What follows belongs to an exercise in optimizing a design on an open flow for small area, a short achievable clock period and few clock cycles per item; a production flow would make more cautious choices.
Function was checked by simulation only, so behaviour that the tests miss may differ from the original.

==> flow/design.v, too long to show whole: its modules and the start of the top module <==
// module booth_multiplier: 75 lines
// module mul33: 3302 lines
// module fa: 4 lines
// module ha: 4 lines
module booth_multiplier(
	input			clk,
	input			rst_n,
	input [32:0]	data1,
	input [32:0]	data2,
	input			valid_i,
	output			ready_o,
	input			ready_i,
	output			valid_o,
	output [63:0] 	res
);
  // ...
==> flow/flow/run.sh <==
#!/bin/bash
# The standard layout (standard.sh) with extra ORFS make variables:
#  - port buffers use a plain buffer cell (buf_2) instead of the default choice
#  - flow/extra.txt, if present, holds one more VAR=VALUE per line
set -euo pipefail
ARGS=("BUFFER_PORTS_ARGS=-buffer_cell sky130_fd_sc_hd__buf_2")
if [[ -f flow/extra.txt ]]; then
  while read -r line; do [[ -n "$line" ]] && ARGS+=("$line"); done < flow/extra.txt
fi
bash standard.sh "${ARGS[@]}" finish > make.log 2>&1
==> flow/flow/extra.txt <==
CTS_ARGS=-sink_clustering_enable -repair_clock_nets -sink_clustering_size 24 -sink_clustering_max_diameter 100 -buf_list sky130_fd_sc_hd__clkbuf_16 -branching_point_buffers_distance 1000 -distance_between_buffers 1000
==> flow/standard.sh <==
#!/bin/bash
# synth_recipe.tcl (not shown) runs the flow's synth.tcl, then flattens the netlist and writes it again
# the make line also repeats each setting of config.mk as NAME=value (left out here)
make -C /OpenROAD-flow-scripts/flow DESIGN_CONFIG=/design/flow/config.mk WORK_HOME=/design/flow/orfs CLKGATE_MAP_FILE= SYNTH_SCRIPT=/design/flow/synth_recipe.tcl "${@:-finish}"
==> flow/config.mk <==
export PLATFORM = sky130hd
export DESIGN_NAME = booth_multiplier
export DESIGN_NICKNAME = booth_multiplier
export VERILOG_FILES = /design/flow/design.v
export SDC_FILE = /design/flow/constraint.sdc
export NUM_CORES = 4
export LEC_CHECK = 0
export ABC_AREA = 1
export CAP_MARGIN = 20
export CELL_PAD_IN_SITES_DETAIL_PLACEMENT = 2
export CELL_PAD_IN_SITES_GLOBAL_PLACEMENT = 2
export CORE_MARGIN = 2
export CORE_UTILIZATION = 30
export CTS_CLUSTER_DIAMETER = 100
export CTS_CLUSTER_SIZE = 24
export PLACE_DENSITY = 0.5
export SLEW_MARGIN = 20
export SYNTH_HIERARCHICAL = 1
export SYNTH_MINIMUM_KEEP_SIZE = 0
==> flow/constraint.sdc <==
create_clock -name core_clock -period 32.0 [get_ports {clk}]
set_input_delay 6.4000 -clock core_clock [delete_from_list [all_inputs] [get_ports {clk}]]
set_output_delay 6.4000 -clock core_clock [all_outputs]
set_load 0.01 [all_outputs]
==> impl_metrics.tcl, run 1 <==
set metrics [dict create \
    holdPathEnd "s2[32]" \
    gp_congestion 0.798 \
    gr-usage-all-layers_pct 24.8 \
    placement.io_buffers 135 \
    yosys.area_share.adder_pct 37.7 \
    fin_cells 4307 \
    met2_length_um 62100 \
    r2r_start "a_neg[8]" \
    cts_tree "built" \
    hold_viol_final 0 \
    clk_share_pct 1.95 \
    dpl_cell_area_um2 32100 \
    start_kind "flop" \
    holdBufCountCts 0 \
    dominant_cells "multi-input gates" \
    drc_errors 0 \
    layout-drive-gt1-share_pct 11.0 \
    largest_register_ffs 64 \
    syn-cell-area_um2 30400 \
    fin_crit_sh_pct 23.6 \
    grt_pass1_vias 27800 \
    area_growth_pct 7.71 \
    crit_cells 1 \
    dieHeight_um 322 \
    slew_headroom_pct 33.1 \
    status "no timing/DRC/antenna violations" \
    yosys.area_share.xor_xnor_pct 16.6 \
    grtUsageMet3_pct 2.58 \
    regArea_um2 5860 \
    endpoint "res[19]" \
    dp.cells 4275 \
    crit_fanout 1 \
    post_cts_resized 0 \
    hpwl_um 82300 \
]
Testbench counts, summed over its fixed seeds: cycles 2,064, items 2,048.
==> run 2: changes to the inputs <==
--- a/flow/config.mk
+++ b/flow/config.mk
@@ -10,10 +10,10 @@
 export CELL_PAD_IN_SITES_DETAIL_PLACEMENT = 2
 export CELL_PAD_IN_SITES_GLOBAL_PLACEMENT = 2
 export CORE_MARGIN = 2
-export CORE_UTILIZATION = 30
+export CORE_UTILIZATION = 50
 export CTS_CLUSTER_DIAMETER = 100
 export CTS_CLUSTER_SIZE = 24
-export PLACE_DENSITY = 0.5
+export PLACE_DENSITY = 0.65
 export SLEW_MARGIN = 20
 export SYNTH_HIERARCHICAL = 1
 export SYNTH_MINIMUM_KEEP_SIZE = 0
==> run 2 against run 1 <==
Against the previous run:
- still clean
- worst hold slack gained 8.9 ps
- via count is 6.7% higher
- register-to-register slack better by 30 ps
- synthesized area unchanged
- cell area shrank 2.7%
- non-clock buffer count shrank 11
- sequential share of layout area up 0.50 points
- first-iteration DRC count grew 62%
==> impl_metrics.tcl, run 2 <==
set metrics [dict create \
    max_stage_delay_ps 440 \
    final_cell_area_um2 31900 \
    regMostFlops "r" \
    fin_crit_sh_pct 23.8 \
    post_drt_wl_per_cell_um 33.2 \
    cts_setup_buffers 0 \
    endpoint_kind "output pin" \
    worst-setup-path-type "flop to output pin" \
    post_cts_resized 0 \
    ys.flop_type "edfxtp_1" \
    dieHeight_um 251 \
    crit_fanout 1 \
    syn-cell-area_um2 30400 \
    r2r_start "na1[25]" \
    cp_cell_sequence "buf_2" \
    synth_top_cells_by_count "xor2_1, o22ai_1, fa_1, nand2_1, clkbuf_1" \
    gp_congestion 0.862 \
    rsz0062_at_grt "false" \
    worstMarginPinSlew_ps 979 \
    critPathBufInv 1 \
    crit_slowest_cell "edfxtp_1" \
    antenna_found_initial 1 \
    path_clk_slew_ps 100 \
    seq_area_frac_synth_pct 19.3 \
    routed_via_density 6.86 \
    rows 90 \
    grt_max_degree 98 \
    synth_top_cell_by_area "fa_1" \
    cts_buffers 16 \
    timing.final.max_slew_violations 0 \
    yosys_warnings 7 \
    n_antenna_cell 0 \
    drv_cap 0 \
    async_flop_share_pct 2.29 \
    layout_commonest_cell "xor2_1" \
    finClkSkew_ps 43.4 \
    area_growth_pct 4.79 \
    grt_pass1_wl_um 186000 \
    die-area_um2 62800 \
    min_path_type "flop to flop" \
    hold_viol_final 0 \
    start_util_pct 50.5 \
    hold_depth 2 \
    crit_family "flip-flops" \
    ys_seq_elements 218 \
    ys_top_cells_by_area "fa_1, xor2_1, edfxtp_1" \
    routed_wl_um 123000 \
    coreArea_um2 60200 \
    setup_viol 0 \
    clock-sinks 218 \
    placement.io_buffers 135 \
    gr-usage-all-layers_pct 39.5 \
    synthDominantCellAreaShare_pct 32.6 \
    startpoint "r[31]" \
    final_cell_mix "xor2_1, o22ai_1, fa_1" \
    grt_pass1_vias 29900 \
    slew_headroom_pct 34.7 \
    critPathArrivalTime_ps 1210 \
    overflow 0 \
    root_buffer "clkbuf_16" \
    layout-drive-gt1-share_pct 10.5 \
    critPathRequiredTime_ps 25600 \
    crit_cells 1 \
    drt_iter0_markers 2469 \
    hpwl_um 77500 \
    worst_r2r_path_depth 26 \
    hold_start "s2[30]" \
    io_pins 136 \
    synth.most_common_cell "xor2_1" \
    largest_register_ffs 64 \
    cts_tree "built" \
    synthCells 3036 \
    vias 25500 \
    synth_edf_count 147 \
    post-route-min-period_ps 7610 \
    ant_nets 0 \
    ctsLongestPathBuffers 3 \
    avgSynthCellArea_um2 10.0 \
    start_kind "flop" \
    nets 3614 \
    syn_nets 3725 \
    synth_cell_types 44 \
    holdBufCountCts 0 \
    fin_setup_tns_ps 0 \
    drc_errors 0 \
    dr.pass1.iters 7 \
    die_w_um 251 \
    clk_latency_ps 610 \
    dpl_cell_area_um2 31300 \
    timing.fmax_mhz 131 \
    status "no timing/DRC/antenna violations" \
    cts-htree-levels 1 \
]
==> run 2: through the flow <==
step	util, %	worst slack (ps)	cells	hold slack (ps)
4_1_cts	52.8	24410	3716	491
6_report	52.9	24390	3717	489
2_1_floorplan	-	23230	3036	426
5_1_grt	52.9	24390	3717	505
3_3_place_gp	51.9	24070	3688	445
3_5_place_dp	51.9	24040	3688	468
==> run 2: worst paths after layout <==
path	endpoint	slack, ps
worst max register to register	r[63]	24750
max in group asynchronous	vs	26250
worst min-delay path	s2[30]	490
worst max-delay path	res[31]	24390
min in group asynchronous	vs	5610
worst min register to register	s2[30]	490
==> run 2: final cells by class <==
cell class | instances | area, µm²
repair buffers | 222 | 1350
clock buffers | 17 | 425
clock inverters | 11 | 120
flip-flops and latches | 218 | 5860
fillers | 6155 | 28400
well taps | 782 | 978
inverters | 187 | 706
multi-input cells | 2280 | 22400
==> run 2: cell families after synthesis <==
group	share of synthesized area, %
flip-flops	19.3
AO/OA/AOI/OAI	13.2
AND/OR/NAND/NOR	6.18
adder cells (fa/ha/maj)	37.7
XOR/XNOR	16.6
buffers and inverters	7.01
==> run 2: Yosys stat by module (local to each module, per instance) <==
module	times used	flip-flops and latches	cells inside
mul33	1	0	1830
booth_multiplier	1	218	696
fa	465	0	1
ha	45	0	1
==> run 2: layer usage <==
| metal | track usage (%) | wire [µm] | share of wire [%] |
|---|---|---|---|
| met1 | 46.9 | 44800 | 36 |
| met2 | 66.8 | 60500 | 49 |
| met3 | 8.74 | 11000 | 8.9 |
| met4 | 21.1 | 7040 | 5.7 |
| met5 | 0.463 | 13 | 0.011 |
==> run 3: changes to the inputs <==
removed: flow/flow/extra.txt
==> run 3 against run 2 <==
Against the previous run:
- critical endpoint unchanged
- critical path type unchanged
- utilization about the same
- still clean
- count of clock-buffer cells in the layout increased by 4
- routed wire length about the same
- sequential share of layout area about the same
- synthesized area unchanged
- via count about the same
==> impl_metrics.tcl, run 3 <==
set metrics [dict create \
    status "no timing/DRC/antenna violations" \
    hpwl_um 77500 \
    ys_top_cells_by_area "fa_1, xor2_1, edfxtp_1" \
    max_stage_delay_ps 440 \
    synth_cell_types 44 \
    antenna_found_initial 2 \
    synth_edf_count 147 \
    finClkSkew_ps 44.6 \
    final_cell_area_um2 31900 \
    critPathRequiredTime_ps 25600 \
    setup_viol 0 \
    start_kind "flop" \
    yosys.area_share.xor_xnor_pct 16.6 \
    post-route-min-period_ps 7610 \
    path_clk_slew_ps 90 \
    synth_top_family_by_area "adder cells" \
    min_path_type "flop to flop" \
    drv_cap 0 \
    crit_fanout 1 \
    layout_commonest_cell "xor2_1" \
    cts_buffers 16 \
    placement.io_buffers 135 \
    critPathArrivalTime_ps 1210 \
    io_pins 136 \
    slew_headroom_pct 33.8 \
    root_buffer "clkbuf_16" \
    rsz0062_at_grt "false" \
    place_ws_ps 24040 \
    fillers 6152 \
    ys_seq_elements 218 \
    ctsLongestPathBuffers 3 \
    cp_cell_sequence "buf_2" \
    routed_via_density 6.86 \
    die-area_um2 62800 \
    ys.flop_type "edfxtp_1" \
    drt_iter0_markers 2549 \
    synth_top_cells_by_count "xor2_1, o22ai_1, fa_1, nand2_1, clkbuf_1" \
    rows 90 \
    crit_slowest_cell "edfxtp_1" \
    fin_crit_sh_pct 23.8 \
    clk_latency_ps 610 \
    endpoint_kind "output pin" \
    synthCells 3036 \
    gr-usage-all-layers_pct 39.5 \
    cts_tree "built" \
    syn_nets 3725 \
    coreArea_um2 60200 \
    post_drt_wl_per_cell_um 33.2 \
    post_cts_resized 0 \
    async_flop_share_pct 2.29 \
    fin_ws_ps 24390 \
    yosys_warnings 7 \
    timing.final.max_slew_violations 0 \
    timing.fmax_mhz 131 \
    regMostFlops "r" \
    yosys.area_share.simple_pct 6.18 \
    grt_max_degree 98 \
    grt_pass1_vias 29900 \
    clock-sinks 218 \
    vias 25500 \
    area_growth_pct 4.83 \
    synth_mux_area_share_pct 0 \
    gp_congestion 0.862 \
    drc_errors 0 \
    cts_setup_buffers 0 \
    routed_wl_um 123000 \
    synth.most_common_cell "xor2_1" \
    fin_util_pct 52.9 \
    crit_family "flip-flops" \
    worstMarginPinSlew_ps 993 \
    syn-cell-area_um2 30400 \
    ant_nets 0 \
    largest_register_ffs 64 \
    worst-setup-path-type "flop to output pin" \
    hold_viol_final 0 \
    fin_setup_tns_ps 0 \
    seq_area_frac_synth_pct 19.3 \
    synthDominantCellAreaShare_pct 32.6 \
    die_w_um 251 \
    holdBufCountCts 0 \
    overflow 0 \
    final_cell_mix "xor2_1, o22ai_1, fa_1" \
    critPathBufInv 1 \
    dpl_cell_area_um2 31300 \
    avgSynthCellArea_um2 10.0 \
    synth_top_cell_by_area "fa_1" \
    dieHeight_um 251 \
    hold_slack_ps 489 \
    dr.pass1.iters 5 \
    start_util_pct 50.5 \
    yosys.area_share.adder_pct 37.7 \
    nets 3614 \
    grt_pass1_wl_um 186000 \
    synth_compound_area_share_pct 13.2 \
    cts-htree-levels 1 \
    layout-drive-gt1-share_pct 10.5 \
]
## run 3: cell counts after synthesis
Identical to the previous run, type by type.
## run 3: path summary, 6_finish.rpt
check	startpoint	endpoint	slack [ps]	depth (start not counted)
worst max register to register	na1[25]	r[63]	24730	26
worst min register to register	s2[32]	s2[32]	490	2
worst min-delay path	s2[32]	s2[32]	490	2
min in group asynchronous	rst_n	vs	5610	1
max in group asynchronous	rst_n	vs	26250	1
worst max-delay path	r[31]	res[31]	24390	1
## run 3: worst reg2reg max path: cells and delay by family, from the launching register on
kind | cells | cell delay [ps]
flops | 1 | 360
buf+inv | 1 | 500
simple gates | 11 | 1030
fa+ha+maj | 9 | 3910
compound gates | 3 | 740
xor+xnor | 2 | 450
## run 3: layout make-up
type / instances / area, µm² / area share (%)
inverters: 187 / 706 / 2.21
multi-input cells: 2280 / 22400 / 70.3
clock inverters: 7 / 105 / 0.330
diodes: 1 / 2.50 / 0.00785
clock buffers: 21 / 450 / 1.41
well taps: 782 / 978 / 3.07
repair buffers: 222 / 1350 / 4.22
flip-flops and latches: 218 / 5860 / 18.4
## run 3: stage by stage
stage | instances
6_report | 3718
5_1_grt | 3718
4_1_cts | 3716
3_5_place_dp | 3688
3_3_place_gp | 3688
2_1_floorplan | 3036
## run 3: modules after synthesis (local to each module, per instance)
module            flops+latches  cells inside  copies in the design
booth_multiplier            218           696                     1
ha                            0             1                    45
mul33                         0          1830                     1
fa                            0             1                   465
## run 3: layer usage
layer	up-vias	track usage, %	part of all wire, %
met3	515	8.78	9.0
li1	9922	-	-
met5	-	0.463	0.011
met4	2	21.3	5.8
met1	13400	46.9	36
met2	1638	66.7	49
## run 3: kinds of logic after synthesis
kind of cell,count (synthesis)
DFF,218
buffers and inverters,538
xor gates and xnor gates,576
and+or+nand+nor,443
AOI/OAI and AO/OA,642
adders and majority gates,619

==> port drivers added, routing unchanged <==
The results above use ideal ports. As a check the final layouts listed here were re-extracted and re-timed, cells and wires unchanged.
Step 1 (the two cells are an assumption about what drives the block):
set clk [get_ports {clk}]
set_driving_cell -lib_cell sky130_fd_sc_hd__clkbuf_16 $clk
set_driving_cell -lib_cell sky130_fd_sc_hd__buf_2 [delete_from_list [all_inputs] $clk]
Step 2 times the ports against the registers' clock, not the clock port: input delays grow and output delays shrink by t, the midpoint of the rising clock arrivals with the driver on.
a / b / c = ideal ports / drivers / drivers and shift; a / b = the first two.
run	t (ns)	setup slack, ns	slew at the worst register clock pin (ns)
run 1	0.657	24.433 / 24.361 / 24.298	0.11 / 0.11
run 2	0.653	24.393 / 24.328 / 24.136	0.10 / 0.10
run 3	0.654	24.392 / 24.327 / 24.133	0.10 / 0.10
After both steps setup and hold are still met in every run listed. For run 3, which loses most, drivers alone change the setup slack by -0.065 ns; drivers and shift together by -0.259 ns.
